This design comes from an exercise in tuning for small area and a short achievable clock period on the open sky130 flow, not from production work.
RTL that was checked went through simulation tests only; none was proved equivalent to the original.

==> inputs of v29 <==
// crc
module crc #(
	parameter DATA_WIDTH = 32,
	parameter CRC_WIDTH = 32
)
(
	input wire clk,
	input wire resetn,
	input wire clear,
	input wire [CRC_WIDTH-1:0]init_in,
	input wire [CRC_WIDTH:0]poly_in,
	input wire data_reverse,
	input wire crc_reverse,
	input wire [CRC_WIDTH-1:0]xorout_in,
	input wire [DATA_WIDTH-1:0]data_in,
	input wire data_in_valid,
	output wire [CRC_WIDTH-1:0]crc_out
);
Settings: LEC_CHECK=0, CAP_MARGIN=50, CORE_MARGIN=2, CORE_UTILIZATION=55, GPL_ROUTABILITY_DRIVEN=1, PLACE_DENSITY=0.65, SLEW_MARGIN=50, SYNTH_HIERARCHICAL=1; clock period 120.0 ns.
standard.sh (not shown) runs the stock make flow with config.mk's settings and CLKGATE_MAP_FILE= SYNTH_SCRIPT=/design/flow/synth_recipe.tcl, a recipe that flattens the netlist after the stock synthesis.
==> flow/flow/run.sh <==
#!/bin/bash
# The standard layout, with two changes: timing repair aims for a larger
# setup slack than the 120 ns clock needs (so that it shortens the paths
# that set the achieved period), and the port buffers are buf_1 cells.
set -euo pipefail
bash standard.sh synth > synth.log 2>&1
bash standard.sh SETUP_SLACK_MARGIN=88 \
  BUFFER_PORTS_ARGS="-buffer_cell sky130_fd_sc_hd__buf_1" finish > layout.log 2>&1
==> inputs of v25, as changes to v29 <==
--- a/flow/flow/run.sh
+++ b/flow/flow/run.sh
@@ -6,3 +6,3 @@
 bash standard.sh synth > synth.log 2>&1
-bash standard.sh SETUP_SLACK_MARGIN=88 \
+bash standard.sh SETUP_SLACK_MARGIN=94 \
   BUFFER_PORTS_ARGS="-buffer_cell sky130_fd_sc_hd__buf_1" finish > layout.log 2>&1
==> inputs of v4, as changes to v29 <==
==> flow/flow/run.sh (replaced) <==
#!/bin/bash
# The standard layout, with two changes: timing repair aims for a larger
# setup slack than the 120 ns clock needs (so that it shortens the paths
# that set the achieved period), and the port buffers are buf_2 cells.
set -euo pipefail
bash standard.sh synth > synth.log 2>&1
bash standard.sh SETUP_SLACK_MARGIN=90 \
  BUFFER_PORTS_ARGS="-buffer_cell sky130_fd_sc_hd__buf_2" finish > layout.log 2>&1
==> inputs of v36, as changes to v29 <==
--- a/flow/config.mk
+++ b/flow/config.mk
@@ -9,5 +9,5 @@
 export CORE_MARGIN = 2
-export CORE_UTILIZATION = 55
+export CORE_UTILIZATION = 70
 export GPL_ROUTABILITY_DRIVEN = 1
-export PLACE_DENSITY = 0.65
+export PLACE_DENSITY = 0.8
 export SLEW_MARGIN = 50
==> summary.txt <==
Register-to-register slack, highest first: v4, v25, v29, v36.
Against v4, the maximum frequency of v36 is smaller by 6.0%.
Of v29 and v25, v25 has the higher critical path depth (gap 4).
The highest global-route usage belongs to v36, the lowest to v29.
Clock-buffer cell count: v25 is higher than v4 (1).
The lowest via count belongs to v29, the highest to v25.
Synthesized area is the same in v25 and v4.
The lowest first-iteration DRC count belongs to v29, the highest to v25.

---

==> inputs of yarrow <==
crc, a different RTL version from the one above (not shown whole).
// crc
module crc #(
	parameter DATA_WIDTH = 32,				 
	parameter CRC_WIDTH = 32				   
)
(
	input wire clk,							           
	input wire resetn,						         
	input wire clear,						           
	input wire [CRC_WIDTH-1:0]init_in,	   
	input wire [CRC_WIDTH:0]poly_in,		   
	input wire data_reverse,				       
	input wire crc_reverse,					       
	input wire [CRC_WIDTH-1:0]xorout_in,	 
	input wire [DATA_WIDTH-1:0]data_in,		 
	input wire data_in_valid,				       
	output wire [CRC_WIDTH-1:0]crc_out		 
);
==> module crc, before the edit <==
module crc #(
	parameter DATA_WIDTH = 32,				 
	parameter CRC_WIDTH = 32				   
)
(
	input wire clk,							           
	input wire resetn,						         
	input wire clear,						           
	input wire [CRC_WIDTH-1:0]init_in,	   
	input wire [CRC_WIDTH:0]poly_in,		   
	input wire data_reverse,				       
	input wire crc_reverse,					       
	input wire [CRC_WIDTH-1:0]xorout_in,	 
	input wire [DATA_WIDTH-1:0]data_in,		 
	input wire data_in_valid,				       
	output wire [CRC_WIDTH-1:0]crc_out		 
);
reg [CRC_WIDTH-1:0]state;
reg [CRC_WIDTH-1:0]crc, crc_next;
wire [CRC_WIDTH-1:0]state_out;
reg [DATA_WIDTH-1:0]data;
integer i;
assign crc_out = crc;
always @(posedge clk or negedge resetn) begin
	if (resetn == 1'b0) begin
		state <= 'd0;
		crc <= 'd0;
	end else begin
		if (clear == 1'b1) begin
			state <= init_in;
			crc <= 'd0;
		end else begin
			if (data_in_valid) begin
				state <= state_out;
				crc <= crc_next;
			end
		end
	end
end
always @(*) begin
	data = data_in;
	if (data_reverse == 1'b1) begin
		for (i = 0; i < DATA_WIDTH; i = i + 1) begin
			data[i] = data_in[DATA_WIDTH-1-i];
		end
	end
end
always @(*) begin
	crc_next = state_out;
	if (crc_reverse == 1'b1) begin
		for (i = 0; i < CRC_WIDTH; i = i + 1) begin
			crc_next[i] = state_out[CRC_WIDTH-1-i];
		end
	end
	crc_next = crc_next ^ xorout_in;
end
crc_lfsr #(
	.DATA_WIDTH(DATA_WIDTH),
	.POLY_WIDTH(CRC_WIDTH)
) crc_lfsr_inst (
	.state_in(state),
	.data_in(data),
	.poly_in(poly_in),
	.state_out(state_out)
);
endmodule
==> module crc_lfsr, before the edit <==
module crc_lfsr #(
	parameter DATA_WIDTH = 4,		 
	parameter POLY_WIDTH = 4		 
)
(
	input wire [POLY_WIDTH-1:0]state_in,	 
	input wire [DATA_WIDTH-1:0]data_in,		 
	input wire [POLY_WIDTH  :0]poly_in,		 
	output wire [POLY_WIDTH-1:0]state_out	 
);
reg [POLY_WIDTH-1:0]c_state[DATA_WIDTH  :0];
reg [POLY_WIDTH-1:0]r_state[DATA_WIDTH-1:0];
reg [POLY_WIDTH  :0]t_state[DATA_WIDTH-1:0];
reg [$clog2(POLY_WIDTH+1)-1:0]deg_p;
reg [POLY_WIDTH-1:0]r_mask;
integer i, j;
assign state_out = c_state[DATA_WIDTH] & r_mask;
always @(*) begin
	deg_p = 'd0;
	for (i = 0; i < POLY_WIDTH+1; i = i + 1)begin
		if (poly_in[i] & 1'b1) begin
			deg_p = i;
		end	 
	end
	for (i = 0; i < POLY_WIDTH; i = i + 1) begin
		r_mask[i] = 1'b0;
		if (i < deg_p) begin
			r_mask[i] = 1'b1;
		end
	end
end
always @(*) begin
	c_state[0] = state_in;
	for (i = 0; i < DATA_WIDTH; i = i + 1) begin
		t_state[i][0] = 1'b0; 
		for (j = 1; j < POLY_WIDTH+1; j = j + 1) begin
			t_state[i][j] = c_state[i][j-1];
		end
		for (j = 0; j < POLY_WIDTH; j = j + 1) begin
			r_state[i][j] = t_state[i][j] ^ (poly_in[j] & (t_state[i][deg_p] ^ data_in[DATA_WIDTH-1-i]));
		end
		c_state[i+1] = r_state[i];
	end
end
endmodule
clock: 120.0 ns
lec_check: 0
cap_margin: 20
core_margin: 2
core_utilization: 25
gpl_routability_driven: 1
place_density: 0.35
slew_margin: 20
run.sh (not shown) runs the stock make flow with config.mk's settings and CLKGATE_MAP_FILE= SYNTH_SCRIPT=/design/flow/synth_recipe.tcl, a recipe that flattens the netlist after the stock synthesis.
Stock flow here: none of the scripts above is used.
==> inputs of cedar, as changes to yarrow <==
==> flow/design.v (replaced) <==
`timescale 1ns / 1ps
module crc #(
	parameter DATA_WIDTH = 32,
	parameter CRC_WIDTH = 32
)
(
	input wire clk,
	input wire resetn,
	input wire clear,
	input wire [CRC_WIDTH-1:0]init_in,
	input wire [CRC_WIDTH:0]poly_in,
	input wire data_reverse,
	input wire crc_reverse,
	input wire [CRC_WIDTH-1:0]xorout_in,
	input wire [DATA_WIDTH-1:0]data_in,
	input wire data_in_valid,
	output wire [CRC_WIDTH-1:0]crc_out
);
localparam M = 19;
reg [31:0] r;        
reg raw;             
reg [32:0] pl;       
reg [31:0] xo;
reg rv;
integer i;
wire a4 = ~|poly_in[32:17];
wire [32:0] b4 = a4 ? {poly_in[16:0], 16'd0} : poly_in;
wire a3 = ~|b4[32:25];
wire [32:0] b3 = a3 ? {b4[24:0], 8'd0} : b4;
wire a2 = ~|b3[32:29];
wire [32:0] b2 = a2 ? {b3[28:0], 4'd0} : b3;
wire a1 = ~|b2[32:31];
wire [32:0] b1 = a1 ? {b2[30:0], 2'd0} : b2;
wire a0 = ~b1[32];
wire [31:0] bn = a0 ? {b1[30:0], 1'b0} : b1[31:0];
reg s4, s3, s2, s1, s0;
reg [31:0] pn;
reg [31:0] mask;
always @(*) begin
	for (i = 0; i < 32; i = i + 1)
		mask[i] = |(pl >> (i + 1));
end
wire [31:0] q;
wire [31:0] e2 [M:32];
assign e2[M] = {r[31:M], {M{1'b0}}};
genvar gi, gj;
generate
	for (gi = 0; gi < M; gi = gi + 1) begin : g_qlo
		assign q[gi] = r[M-1-gi];
	end
	for (gi = M; gi < 32; gi = gi + 1) begin : g_q2
		assign q[gi] = e2[gi][31];
		for (gj = 0; gj <= gi; gj = gj + 1) begin : g_lo
			assign e2[gi+1][gj] = 1'b0;
		end
		for (gj = gi + 1; gj < 32; gj = gj + 1) begin : g_hi
			crc_axo u (.a(e2[gi][gj-1]), .b(pn[gj]), .c(q[gi]), .y(e2[gi+1][gj]));
		end
	end
	for (gj = 0; gj < 32; gj = gj + 1) begin : g_prod
		wire [31:0] acc;
		assign acc[31-gj] = q[31-gj] & pl[0];
		for (gi = 32 - gj; gi < 32; gi = gi + 1) begin : g_t
			crc_axo u (.a(acc[gi-1]), .b(pl[gj-31+gi]), .c(q[gi]), .y(acc[gi]));
		end
	end
endgenerate
wire [31:0] prod;
generate
	for (gj = 0; gj < 32; gj = gj + 1) begin : g_pb
		assign prod[gj] = g_prod[gj].acc[31];
	end
endgenerate
wire [31:0] n = prod & mask;
reg [31:0] nr;
always @(*) begin
	for (i = 0; i < 32; i = i + 1)
		nr[i] = rv ? n[31-i] : n[i];
end
assign crc_out = (nr ^ xo) & {32{~raw}};
wire [31:0] s = raw ? r : n;
wire [31:0] t4 = s4 ? {s[15:0], 16'd0} : s;
wire [31:0] t3 = s3 ? {t4[23:0], 8'd0} : t4;
wire [31:0] t2 = s2 ? {t3[27:0], 4'd0} : t3;
wire [31:0] t1 = s1 ? {t2[29:0], 2'd0} : t2;
wire [31:0] sl = s0 ? {t1[30:0], 1'b0} : t1;
reg [31:0] data;
always @(*) begin
	for (i = 0; i < 32; i = i + 1)
		data[i] = data_reverse ? data_in[31-i] : data_in[i];
end
wire [31:0] e1 [0:M];
assign e1[0] = sl ^ data;
wire [31:0] r_next;
generate
	for (gi = 0; gi < M; gi = gi + 1) begin : g_q1
		assign r_next[M-1-gi] = e1[gi][31];
		for (gj = 0; gj <= gi; gj = gj + 1) begin : g_lo
			assign e1[gi+1][gj] = 1'b0;
		end
		for (gj = gi + 1; gj < 32; gj = gj + 1) begin : g_hi
			crc_axo u (.a(e1[gi][gj-1]), .b(pn[gj]), .c(e1[gi][31]), .y(e1[gi+1][gj]));
		end
	end
endgenerate
assign r_next[31:M] = e1[M][31:M];
always @(posedge clk) begin
	pl <= poly_in;
	pn <= bn;
	{s4, s3, s2, s1, s0} <= {a4, a3, a2, a1, a0};
	xo <= xorout_in;
	rv <= crc_reverse;
	if (clear)
		r <= init_in;
	else if (data_in_valid)
		r <= r_next;
end
always @(posedge clk or negedge resetn) begin
	if (!resetn)
		raw <= 1'b1;
	else if (clear)
		raw <= 1'b1;
	else if (data_in_valid)
		raw <= 1'b0;
end
endmodule
module crc_axo (
	input wire a,
	input wire b,
	input wire c,
	output wire y
);
assign y = a ^ (b & c);
endmodule
Settings changed: CORE_UTILIZATION 25 to 55, PLACE_DENSITY 0.35 to 0.65, SYNTH_HIERARCHICAL set to 1.
==> summary.txt <==
In cedar the routed wire length is smaller than in yarrow, by 87%.
Between yarrow and cedar, the lower flip-flop and latch count is in yarrow (gap 71).
Between cedar and yarrow, the lower synthesized cell count is in cedar (gap about 70%, measured against yarrow).
Of cedar and yarrow, cedar has the higher sequential share of layout area (gap 9.4 points).
Against cedar, the count of clock-buffer cells in the layout of yarrow is lower by 8.
Against cedar, the setup slack of yarrow is lower by 64 ns.
==> figures <==
Status: cedar complete, no violations; yarrow complete, no violations
Vias in the first global route: cedar 21,558; yarrow 82,534
Count of flip-flops with a built-in enable after synthesis: cedar 32; yarrow 0
Max Clock Skew: cedar 0.0121 ns; yarrow 0.0105 ns
Clk Latency, worst-skew pair: cedar 0.44 ns; yarrow 0.35 ns
Worst stage delay on the critical path: cedar 0.88 ns; yarrow 1.07 ns
Via count of the routed design: cedar 23,021; yarrow 95,361
Share of async-settable or async-resettable flops after synthesis: cedar 0.741%; yarrow 100%
Chip width: cedar 206 um; yarrow 519 um
Worst Setup SP: cedar data_reverse; yarrow poly_in[20]
Top routing layer in use: cedar met4; yarrow met5
Clock-cell share: cedar 2.12%; yarrow 0.425%
The RTL of cedar was laid out without a check of its function.

---

==> v38 <==
RTL: one of the versions met above, not the one the previous note started from.
==> module crc, before the edit <==
module crc #(
	parameter DATA_WIDTH = 32,
	parameter CRC_WIDTH = 32
)
(
	input wire clk,
	input wire resetn,
	input wire clear,
	input wire [CRC_WIDTH-1:0]init_in,
	input wire [CRC_WIDTH:0]poly_in,
	input wire data_reverse,
	input wire crc_reverse,
	input wire [CRC_WIDTH-1:0]xorout_in,
	input wire [DATA_WIDTH-1:0]data_in,
	input wire data_in_valid,
	output wire [CRC_WIDTH-1:0]crc_out
);
localparam M = 19;
reg [31:0] r;        
reg raw;             
reg [32:0] pl;       
reg [31:0] xo;
reg rv;
integer i;
wire a4 = ~|poly_in[32:17];
wire [32:0] b4 = a4 ? {poly_in[16:0], 16'd0} : poly_in;
wire a3 = ~|b4[32:25];
wire [32:0] b3 = a3 ? {b4[24:0], 8'd0} : b4;
wire a2 = ~|b3[32:29];
wire [32:0] b2 = a2 ? {b3[28:0], 4'd0} : b3;
wire a1 = ~|b2[32:31];
wire [32:0] b1 = a1 ? {b2[30:0], 2'd0} : b2;
wire a0 = ~b1[32];
wire [31:0] bn = a0 ? {b1[30:0], 1'b0} : b1[31:0];
reg s4, s3, s2, s1, s0;
reg [31:0] pn;
reg [31:0] mask;
always @(*) begin
	for (i = 0; i < 32; i = i + 1)
		mask[i] = |(pl >> (i + 1));
end
wire [31:0] q;
wire [31:0] e2 [M:32];
assign e2[M] = {r[31:M], {M{1'b0}}};
genvar gi, gj;
generate
	for (gi = 0; gi < M; gi = gi + 1) begin : g_qlo
		assign q[gi] = r[M-1-gi];
	end
	for (gi = M; gi < 32; gi = gi + 1) begin : g_q2
		assign q[gi] = e2[gi][31];
		for (gj = 0; gj <= gi; gj = gj + 1) begin : g_lo
			assign e2[gi+1][gj] = 1'b0;
		end
		for (gj = gi + 1; gj < 32; gj = gj + 1) begin : g_hi
			crc_axo u (.a(e2[gi][gj-1]), .b(pn[gj]), .c(q[gi]), .y(e2[gi+1][gj]));
		end
	end
	for (gj = 0; gj < 32; gj = gj + 1) begin : g_prod
		wire [31:0] acc;
		assign acc[31-gj] = q[31-gj] & pl[0];
		for (gi = 32 - gj; gi < 32; gi = gi + 1) begin : g_t
			crc_axo u (.a(acc[gi-1]), .b(pl[gj-31+gi]), .c(q[gi]), .y(acc[gi]));
		end
	end
endgenerate
wire [31:0] prod;
generate
	for (gj = 0; gj < 32; gj = gj + 1) begin : g_pb
		assign prod[gj] = g_prod[gj].acc[31];
	end
endgenerate
wire [31:0] n = prod & mask;
reg [31:0] nr;
always @(*) begin
	for (i = 0; i < 32; i = i + 1)
		nr[i] = rv ? n[31-i] : n[i];
end
assign crc_out = (nr ^ xo) & {32{~raw}};
wire [31:0] s = raw ? r : n;
wire [31:0] t4 = s4 ? {s[15:0], 16'd0} : s;
wire [31:0] t3 = s3 ? {t4[23:0], 8'd0} : t4;
wire [31:0] t2 = s2 ? {t3[27:0], 4'd0} : t3;
wire [31:0] t1 = s1 ? {t2[29:0], 2'd0} : t2;
wire [31:0] sl = s0 ? {t1[30:0], 1'b0} : t1;
reg [31:0] data;
always @(*) begin
	for (i = 0; i < 32; i = i + 1)
		data[i] = data_reverse ? data_in[31-i] : data_in[i];
end
wire [31:0] e1 [0:M];
assign e1[0] = sl ^ data;
wire [31:0] r_next;
generate
	for (gi = 0; gi < M; gi = gi + 1) begin : g_q1
		assign r_next[M-1-gi] = e1[gi][31];
		for (gj = 0; gj <= gi; gj = gj + 1) begin : g_lo
			assign e1[gi+1][gj] = 1'b0;
		end
		for (gj = gi + 1; gj < 32; gj = gj + 1) begin : g_hi
			crc_axo u (.a(e1[gi][gj-1]), .b(pn[gj]), .c(e1[gi][31]), .y(e1[gi+1][gj]));
		end
	end
endgenerate
assign r_next[31:M] = e1[M][31:M];
always @(posedge clk) begin
	pl <= poly_in;
	pn <= bn;
	{s4, s3, s2, s1, s0} <= {a4, a3, a2, a1, a0};
	xo <= xorout_in;
	rv <= crc_reverse;
	if (clear)
		r <= init_in;
	else if (data_in_valid)
		r <= r_next;
end
always @(posedge clk or negedge resetn) begin
	if (!resetn)
		raw <= 1'b1;
	else if (clear)
		raw <= 1'b1;
	else if (data_in_valid)
		raw <= 1'b0;
end
endmodule
==> module crc_axo, before the edit <==
module crc_axo (
	input wire a,
	input wire b,
	input wire c,
	output wire y
);
assign y = a ^ (b & c);
endmodule
export LEC_CHECK = 0
export CAP_MARGIN = 20
export CORE_MARGIN = 2
export CORE_UTILIZATION = 25
export GPL_ROUTABILITY_DRIVEN = 1
export PLACE_DENSITY = 0.35
export SLEW_MARGIN = 20
export SYNTH_HIERARCHICAL = 1
create_clock -name core_clock -period 120.0 [get_ports {clk}]
==> inputs of v39, as changes to v38 <==
==> flow/design.v (replaced) <==
`timescale 1ns / 1ps
module crc #(
	parameter DATA_WIDTH = 32,
	parameter CRC_WIDTH = 32
)
(
	input wire clk,
	input wire resetn,
	input wire clear,
	input wire [CRC_WIDTH-1:0]init_in,
	input wire [CRC_WIDTH:0]poly_in,
	input wire data_reverse,
	input wire crc_reverse,
	input wire [CRC_WIDTH-1:0]xorout_in,
	input wire [DATA_WIDTH-1:0]data_in,
	input wire data_in_valid,
	output wire [CRC_WIDTH-1:0]crc_out
);
reg [31:0] state;
reg [31:0] crc;
assign crc_out = crc;
integer i;
wire s4 = ~|poly_in[32:17];
wire [32:0] p4 = s4 ? {poly_in[16:0], 16'd0} : poly_in;
wire s3 = ~|p4[32:25];
wire [32:0] p3 = s3 ? {p4[24:0], 8'd0} : p4;
wire s2 = ~|p3[32:29];
wire [32:0] p2 = s2 ? {p3[28:0], 4'd0} : p3;
wire s1 = ~|p2[32:31];
wire [32:0] p1 = s1 ? {p2[30:0], 2'd0} : p2;
wire s0 = ~p1[32];
wire [31:0] pn = s0 ? {p1[30:0], 1'b0} : p1[31:0];
wire [31:0] t4 = s4 ? {state[15:0], 16'd0} : state;
wire [31:0] t3 = s3 ? {t4[23:0], 8'd0} : t4;
wire [31:0] t2 = s2 ? {t3[27:0], 4'd0} : t3;
wire [31:0] t1 = s1 ? {t2[29:0], 2'd0} : t2;
wire [31:0] sl = s0 ? {t1[30:0], 1'b0} : t1;
reg [31:0] mask;
always @(*) begin
	for (i = 0; i < 32; i = i + 1)
		mask[i] = |(poly_in >> (i + 1));
end
reg [31:0] data;
always @(*) begin
	for (i = 0; i < 32; i = i + 1)
		data[i] = data_reverse ? data_in[31-i] : data_in[i];
end
reg [31:0] e;
reg [31:0] q;
always @(*) begin
	e = sl ^ data;
	for (i = 0; i < 32; i = i + 1) begin
		q[i] = e[31];
		e = {e[30:0], 1'b0} ^ (pn & {32{q[i]}});
	end
end
reg [31:0] prod;
always @(*) begin
	prod = 32'd0;
	for (i = 0; i < 32; i = i + 1)
		prod = prod ^ ((poly_in[31:0] << (31 - i)) & {32{q[i]}});
end
wire [31:0] n = prod & mask;
reg [31:0] nr;
always @(*) begin
	for (i = 0; i < 32; i = i + 1)
		nr[i] = crc_reverse ? n[31-i] : n[i];
end
always @(posedge clk) begin
	if (clear)
		state <= init_in;
	else if (data_in_valid)
		state <= n;
end
always @(posedge clk or negedge resetn) begin
	if (!resetn)
		crc <= 32'd0;
	else if (clear)
		crc <= 32'd0;
	else if (data_in_valid)
		crc <= nr ^ xorout_in;
end
endmodule
Settings changed: SYNTH_HIERARCHICAL 1 to unset.
==> impl_metrics.py <==
metrics = {
    "floorplanning": {
        "fp.dieW_um": 304,
        "tapcell.inserted": 1176,
    },
    "route": {
        "wl_met1_um": 46800,
        "dr_wl_met2_um": 48600,
    },
    "placed_design": {
        "dp_hpwl_um": 75900,
    },
    "timing": {
        "layout_setup_ws_ns": 82.75,
        "worstMarginPinSlew_ns": 1.10,
        "fmax_ghz": 0.0268,
    },
    "synth": {
        "ys.flop_type": "dfxtp_1",
        "syn-num-nets": 3286,
        "synthCells": 3151,
    },
    "final_layout": {
        "nNonClkBuffers": 243,
        "seq_cells": 135,
        "nFillCells": 9679,
    },
    "setup_path": {
        "cp_num_buf_inv": 13,
    },
    "global_route": {
        "antenna_found_initial": 1,
    },
    "outcome": {
        "status": "complete, no violations",
    },
}
-- figures above: v38

==> impl_metrics.py <==
metrics = {
    "timing": {
        "slew_headroom_pct": 25.9,
        "worstMarginPinSlew_ns": 1.11,
        "fmax_ghz": 0.0214,
        "layout_setup_ws_ns": 73.27,
    },
    "floorplanning": {
        "tapcell.inserted": 1488,
        "fp.dieW_um": 338,
        "ios": 167,
    },
    "final_layout": {
        "seq_cells": 64,
        "nNonClkBuffers": 309,
        "nFillCells": 12200,
    },
    "global_route": {
        "antenna_found_initial": 2,
    },
    "route": {
        "dr_wl_met2_um": 68600,
        "wl_met1_um": 66100,
    },
    "setup_path": {
        "crit_cells": 63,
        "cp_num_buf_inv": 10,
    },
    "placed_design": {
        "dp_hpwl_um": 105000,
    },
    "synth": {
        "syn-num-nets": 4440,
    },
    "outcome": {
        "status": "complete, no violations",
    },
}
-- figures above: v39

Only the layout flow was run in v38; the RTL was not checked for function there.

==> static timing again, ports no longer ideal <==
No port has a modelled driver above. Below, the same layouts with a new extraction and two added sets of constraints.
Step 1: set_driving_cell puts a clkbuf_16 on clk and a buf_2 on each other input, an assumption about the parent block.
Step 2 adds t to the input delays and takes it off the output delays; t is the mean of the earliest and latest rising clock arrival at the registers after step 1. Input paths then give back, and output paths get back, about the clock's delay inside the block.
Slacks: no drivers / after step 1 / after step 2; pairs: no drivers / after step 1.
run	shift t [ns]	slack for setup (ns)	worst setup path after step 2	latest minus earliest clock arrival (ns)
v29	0.506	88.664 / 88.609 / 88.713	input to register	0.019 / 0.019
v25	0.542	89.470 / 89.495 / 88.953	input to register	0.018 / 0.019
v4	0.522	90.154 / 90.101 / 89.671	input to register	0.019 / 0.018
v36	0.504	88.238 / 88.181 / 88.344	input to register	0.030 / 0.030
yarrow	0.391	19.232 / 19.248 / 18.858	input to register	0.010 / 0.011
cedar	0.496	83.358 / 83.391 / 82.895	input to register	0.016 / 0.016
v38	0.527	82.754 / 82.796 / 82.269	input to register	0.016 / 0.016
v39	0.398	73.271 / 73.248 / 72.851	input to register	0.011 / 0.011
After both steps setup and hold are still met in every run listed. The setup slack of v25, which loses most, moves by +0.025 ns with the drivers and by -0.517 ns with both steps.
